Context: an optimization exercise on an open-source flow, tuned for small area. The choices shown serve that exercise and are no tape-out recipe. In this exercise RTL edits were held to simulation tests only and were not proved equivalent to the original. Power is estimated from default activity; no workload was simulated.

## middle
// top
module top (
    input  wire clk,
    input  wire reset,
    input  wire rx,
    output wire tx
);
Size: roughly 0.0074 mm^2 of cells after synthesis.
==> module top, before the edit <==
module top (
    input  wire clk,
    input  wire reset,
    input  wire rx,
    output wire tx
);
    reg [2:0] ph;      
    reg [1:0] x;       
    reg [2:0] q;       
    reg [4:0] s;       
    wire wend = (ph == 3'd7);
    wire tick = wend & (x == 2'd3) & (q == 3'd4);    
    always @(posedge clk) begin
        ph <= ph + 3'd1;
        s  <= {s[3:0], (s[4] ^ s[2]) | (s == 5'd0)};
        x <= x + {1'b0, wend};
        q <= {q[1:0], ~q[2] & ~q[1]};
    end
    reg  [247:0] rf;
    wire tap = rf[247];
    wire lin;
    always @(posedge clk) rf <= {rf[246:0], lin};
    reg       inframe;
    reg [4:0] ib;            
    wire rxd = tick & inframe;
    always @(posedge clk) begin
        if (reset) begin
            inframe <= 1'b0;
            ib      <= 5'd0;
        end else begin
            ib <= ib + {4'd0, rxd};
            if (tick) begin
                if (!inframe) begin
                    if (!rx) inframe <= 1'b1;
                end else if (ib[2:0] == 3'd7) begin
                    inframe <= 1'b0;
                end
            end
        end
    end
    reg [15:0] sr;
    wire [4:0] rd  = sr[4:0];
    wire [2:0] f3  = sr[7:5];
    wire [7:0] imm = sr[15:8];
    wire [4:0] rs2 = sr[12:8];
    reg [1:0] cls;
    wire opc_hit = (sr[10:9] == 2'b11) & (sr[12:11] == 2'b00) & sr[13] & ~sr[15];
    always @(posedge clk) begin
        if (rxd && ib == 5'd7)
            cls <= {opc_hit & sr[14], opc_hit};
        else if (rxd && cls[1] && ib[4] && ib[3] && ib[2:0] != 3'd0 && (rx ^ (ib[2:0] == 3'd6)))
            cls[0] <= 1'b0;
    end
    wire is_r = cls[1];
    wire is_i = (cls == 2'b01);
    wire f7s  = cls[0];
    wire ev27 = rxd & (ib == 5'd27);
    wire rs1_bit = (ib >= 5'd15) & (ib <= 5'd19);
    wire rs1_put = (ib >= 5'd16) & (ib <= 5'd20) & (ph == ib[2:0]);
    wire ev31 = rxd & (ib == 5'd31);
    localparam S_IDLE = 5'd0,  S_LAW = 5'd1,  S_LAD = 5'd2,  S_LBW = 5'd3,
               S_LBD  = 5'd4,  S_WT  = 5'd5,  S_EX0 = 5'd6,
               S_TW1  = 5'd14, S_TW2 = 5'd15, S_TST = 5'd16;
    reg [4:0] st;
    wire rs2z = (rs2 == 5'd0);
    wire wen  = (cls != 2'b00) & (rd != 5'd0);
    wire d_w   = st[4] & ~st[0] & (st[3] | st[2] | st[1]);
    wire d_s   = st[4] & st[0];
    wire twait = d_w | (st == S_TW1) | (st == S_TW2) | (st == S_TST);
    reg adv;
    always @* begin
        case (st)
            S_IDLE:  adv = ev27;
            S_LAW:   adv = rs1z | (s == rs1);
            S_LBW:   adv = is_i | rs2z | (s == rs2);
            S_WT:    adv = ev31;
            default: adv = ~twait | tick;
        endcase
    end
    always @(posedge clk) begin
        if (reset)
            st <= S_IDLE;
        else if (wend)
            st <= st + {4'd0, adv};
    end
    reg wr_act;
    always @(posedge clk)
        if (wend)
            wr_act <= (st == S_TW1 || st == S_TW2 || st == S_TST) && !tick && wen && (s == rd);
    reg  [7:0] acc;           
    reg        cy;
    wire a  = acc[7];
    wire b  = sr[8];
    wire shift = is_r & (f3 == 3'b101);
    wire sub   = is_r & (f3 == 3'b000) & f7s;
    wire sra   = shift & f7s;
    wire logic_op = (cls != 2'b00) & f3[2] & (f3[1] | ~f3[0]);
    wire bb  = b ^ sub;
    wire cin = ~logic_op & ((ph == 3'd0) ? sub : cy);
    wire sum = a ^ bb ^ cin;
    wire co  = (a & bb) | (a & cin) | (bb & cin);
    wire res  = shift ? a : (logic_op & f3[1]) ? (f3[0] ? co : (sum | co)) : sum;
    wire [2:0] shamt = (sra && imm[7:3] != 5'd0) ? 3'b111 : imm[2:0];
    wire fill = sra & a;            
    reg txr;
    always @(posedge clk) begin
        if (reset)
            txr <= 1'b1;
        else if (tick)
            txr <= (st == S_TW2) ? 1'b0 : (d_w || st == S_TST) ? acc[6] : 1'b1;
    end
    assign tx = txr;
    wire [2:0] k = st[2:0];
    wire k_lt = (~k[2] & shamt[2]) |
                ((k[2] ~^ shamt[2]) & ((~k[1] & shamt[1]) | ((k[1] ~^ shamt[1]) & ~k[0] & shamt[0])));
    wire sh_pass = shift & ~st[4] &
                   ((st[3] & ~(st[2] & st[1]) & k_lt) | ((st[3:0] == 4'd7) & (shamt == 3'd7)));
    reg ain;
    always @* begin
        ain = a;
        if (rs1_put)
            ain = cy;
        else if (st == S_LAD)
            ain = tap & ~cy;
        else if (st == S_EX0)
            ain = res;
        else if (sh_pass || d_s)
            ain = wend ? fill : acc[6];
    end
    wire [4:0] rs1 = {acc[2], acc[3], acc[4], acc[5], acc[6]};    
    wire rs1z = (rs1 == 5'd0);
    always @(posedge clk) begin
        acc <= {acc[6:0], ain};
        if (rxd && rs1_bit) cy <= rx;
        else if (st == S_LAW) cy <= rs1z;      
        else if (st == S_LBW) cy <= rs2z;      
        else if (st == S_EX0) cy <= co;
    end
    wire sr_rx = rxd & (ib < 5'd28) & ~rs1_bit;
    always @(posedge clk) begin
        if (sr_rx)
            sr <= {rx, sr[15:1]};
        else if (st == S_LBD && !is_i)
            sr[15:8] <= {tap & ~cy, sr[15:9]};
        else if (st == S_EX0)
            sr[15:8] <= {sr[8], sr[15:9]};
    end
    assign lin = wr_act ? a : tap;
endmodule
export LEC_CHECK = 0
export CAP_MARGIN = 0
export CORE_MARGIN = 2
export CORE_UTILIZATION = 60
export CTS_BUF_LIST = sky130_fd_sc_hd__clkbuf_8
export CTS_CLUSTER_DIAMETER = 60
export CTS_CLUSTER_SIZE = 20
export PLACE_DENSITY = 0.75
export SLEW_MARGIN = 0
create_clock -name core_clock -period 10.0 [get_ports {clk}]
standard.sh (not shown) runs the stock make flow with config.mk's settings and CLKGATE_MAP_FILE= SYNTH_SCRIPT=/design/flow/synth_recipe.tcl, a recipe that flattens the netlist after the stock synthesis.
==> flow/flow/run.sh <==
#!/bin/bash
set -euo pipefail
rm -rf myscripts
cp -r "$FLOW_HOME/scripts" myscripts
cp flow/abc_area_only.script myscripts/abc_speed.script
bash standard.sh SCRIPTS_DIR="$PWD/myscripts" synth > synth.log 2>&1
bash standard.sh CTS_ARGS="-sink_clustering_enable -repair_clock_nets -sink_clustering_size 20 -sink_clustering_max_diameter 60 -buf_list sky130_fd_sc_hd__clkbuf_4 -root_buf sky130_fd_sc_hd__clkbuf_4 -sink_clustering_buffer sky130_fd_sc_hd__clkbuf_8" > layout.log 2>&1
==> flow/flow/abc_area_only.script <==
&get -n
&st
&dch -f
&nf -a
&put
strash
&get -n
&st
&dch -f
&nf -a
&put
topo
Modified inputs, south compared to middle
--- a/flow/design.v
+++ b/flow/design.v
@@ -60,12 +60,12 @@
     wire rs1_put = (ib >= 5'd16) & (ib <= 5'd20) & (ph == ib[2:0]);
     wire ev31 = rxd & (ib == 5'd31);
-    localparam S_IDLE = 5'd0,  S_LAW = 5'd1,  S_LAD = 5'd2,  S_LBW = 5'd3,
-               S_LBD  = 5'd4,  S_WT  = 5'd5,  S_EX0 = 5'd6,
-               S_TW1  = 5'd14, S_TW2 = 5'd15, S_TST = 5'd16;
+    localparam S_IDLE = 5'd2,  S_LAW = 5'd3,  S_LAD = 5'd4,  S_LBW = 5'd5,
+               S_LBD  = 5'd6,  S_WT  = 5'd7,  S_EX0 = 5'd8,
+               S_TW1  = 5'd16, S_TW2 = 5'd17, S_TST = 5'd18;
     reg [4:0] st;
     wire rs2z = (rs2 == 5'd0);
     wire wen  = (cls != 2'b00) & (rd != 5'd0);
-    wire d_w   = st[4] & ~st[0] & (st[3] | st[2] | st[1]);
-    wire d_s   = st[4] & st[0];
+    wire d_w   = ~st[0] & ((st[4] & (st[3] | st[2])) | (st == 5'd0));
+    wire d_s   =  st[0] & ((st[4] & (st[3] | st[2] | (st[1:0] == 2'b11))) | (st == 5'd1));
     wire twait = d_w | (st == S_TW1) | (st == S_TW2) | (st == S_TST);
     reg adv;
@@ -98,8 +98,9 @@
     wire logic_op = (cls != 2'b00) & f3[2] & (f3[1] | ~f3[0]);
     wire bb  = b ^ sub;
-    wire cin = ~logic_op & ((ph == 3'd0) ? sub : cy);
+    wire cin = (ph == 3'd0) ? sub : cy;
     wire sum = a ^ bb ^ cin;
     wire co  = (a & bb) | (a & cin) | (bb & cin);
-    wire res  = shift ? a : (logic_op & f3[1]) ? (f3[0] ? co : (sum | co)) : sum;
+    wire lres = f3[1] ? (f3[0] ? (a & b) : (a | b)) : (a ^ b);
+    wire res  = shift ? a : logic_op ? lres : sum;
     wire [2:0] shamt = (sra && imm[7:3] != 5'd0) ? 3'b111 : imm[2:0];
     wire fill = sra & a;            
@@ -113,8 +114,7 @@
     assign tx = txr;
     wire [2:0] k = st[2:0];
-    wire k_lt = (~k[2] & shamt[2]) |
-                ((k[2] ~^ shamt[2]) & ((~k[1] & shamt[1]) | ((k[1] ~^ shamt[1]) & ~k[0] & shamt[0])));
-    wire sh_pass = shift & ~st[4] &
-                   ((st[3] & ~(st[2] & st[1]) & k_lt) | ((st[3:0] == 4'd7) & (shamt == 3'd7)));
+    wire k_le = (~k[2] & shamt[2]) |
+                ((k[2] ~^ shamt[2]) & ((~k[1] & shamt[1]) | ((k[1] ~^ shamt[1]) & (~k[0] | shamt[0]))));
+    wire sh_pass = shift && (st[4:3] == 2'b01) && (k != 3'd0) && k_le;
     reg ain;
     always @* begin
--- outcome ---
On south: summed area of non-filler cells in the final layout is about 1.1% higher than what middle gave. Going from middle to south, maximum frequency picked up an extra about 0.5%; routed wire length rose 0.74%; vertical die dimension stayed essentially flat; synthesized cell count neither gained nor lost much. There was hardly any difference in wire length of the first global-routing pass between south and middle. Global-route usage of middle is on par with south. The lower leakage power of the design came out of south. Delta (south minus middle): met3 wirelength from detailed routing has increased, delay contributed by the slowest stage of the critical path has remained practically unchanged, area after synthesis has increased. Between middle and south, post-synthesis sequential area ratio decreased. Proportion of cell area occupied by multi-input gates, middle and south, lower one = middle. Fraction of met2 tracks used by global routing: south vs middle down 1.0 points.

[re-timing with driven ports]
The flow's constraints put no driver on any port. The routed layouts listed below were extracted and timed again, unchanged, in two steps. Step 1 (the two cells are an assumption about what drives the block):
set clk [get_ports {clk}]
set_driving_cell -lib_cell sky130_fd_sc_hd__clkbuf_16 $clk
set_driving_cell -lib_cell sky130_fd_sc_hd__buf_2 [delete_from_list [all_inputs] $clk]
Step 2 adds t to the input delays and takes it off the output delays; t is the mean of the earliest and latest rising clock arrival at the registers after step 1. Input paths then give back, and output paths get back, about the clock's delay inside the block. Three values: no drivers, after step 1, after step 2; two values: the first two.
run | t (ns) | slack for setup (ns) | hold WS [ns]
middle | 0.643 | 6.502 / 6.471 / 6.811 | 0.315 / 0.315 / 0.315
south | 0.630 | 6.519 / 6.487 / 6.494 | 0.322 / 0.322 / 0.322
After both steps every run listed still meets setup and hold. The setup slack of south, which loses most, moves by -0.032 ns with the drivers and by -0.025 ns with both steps.
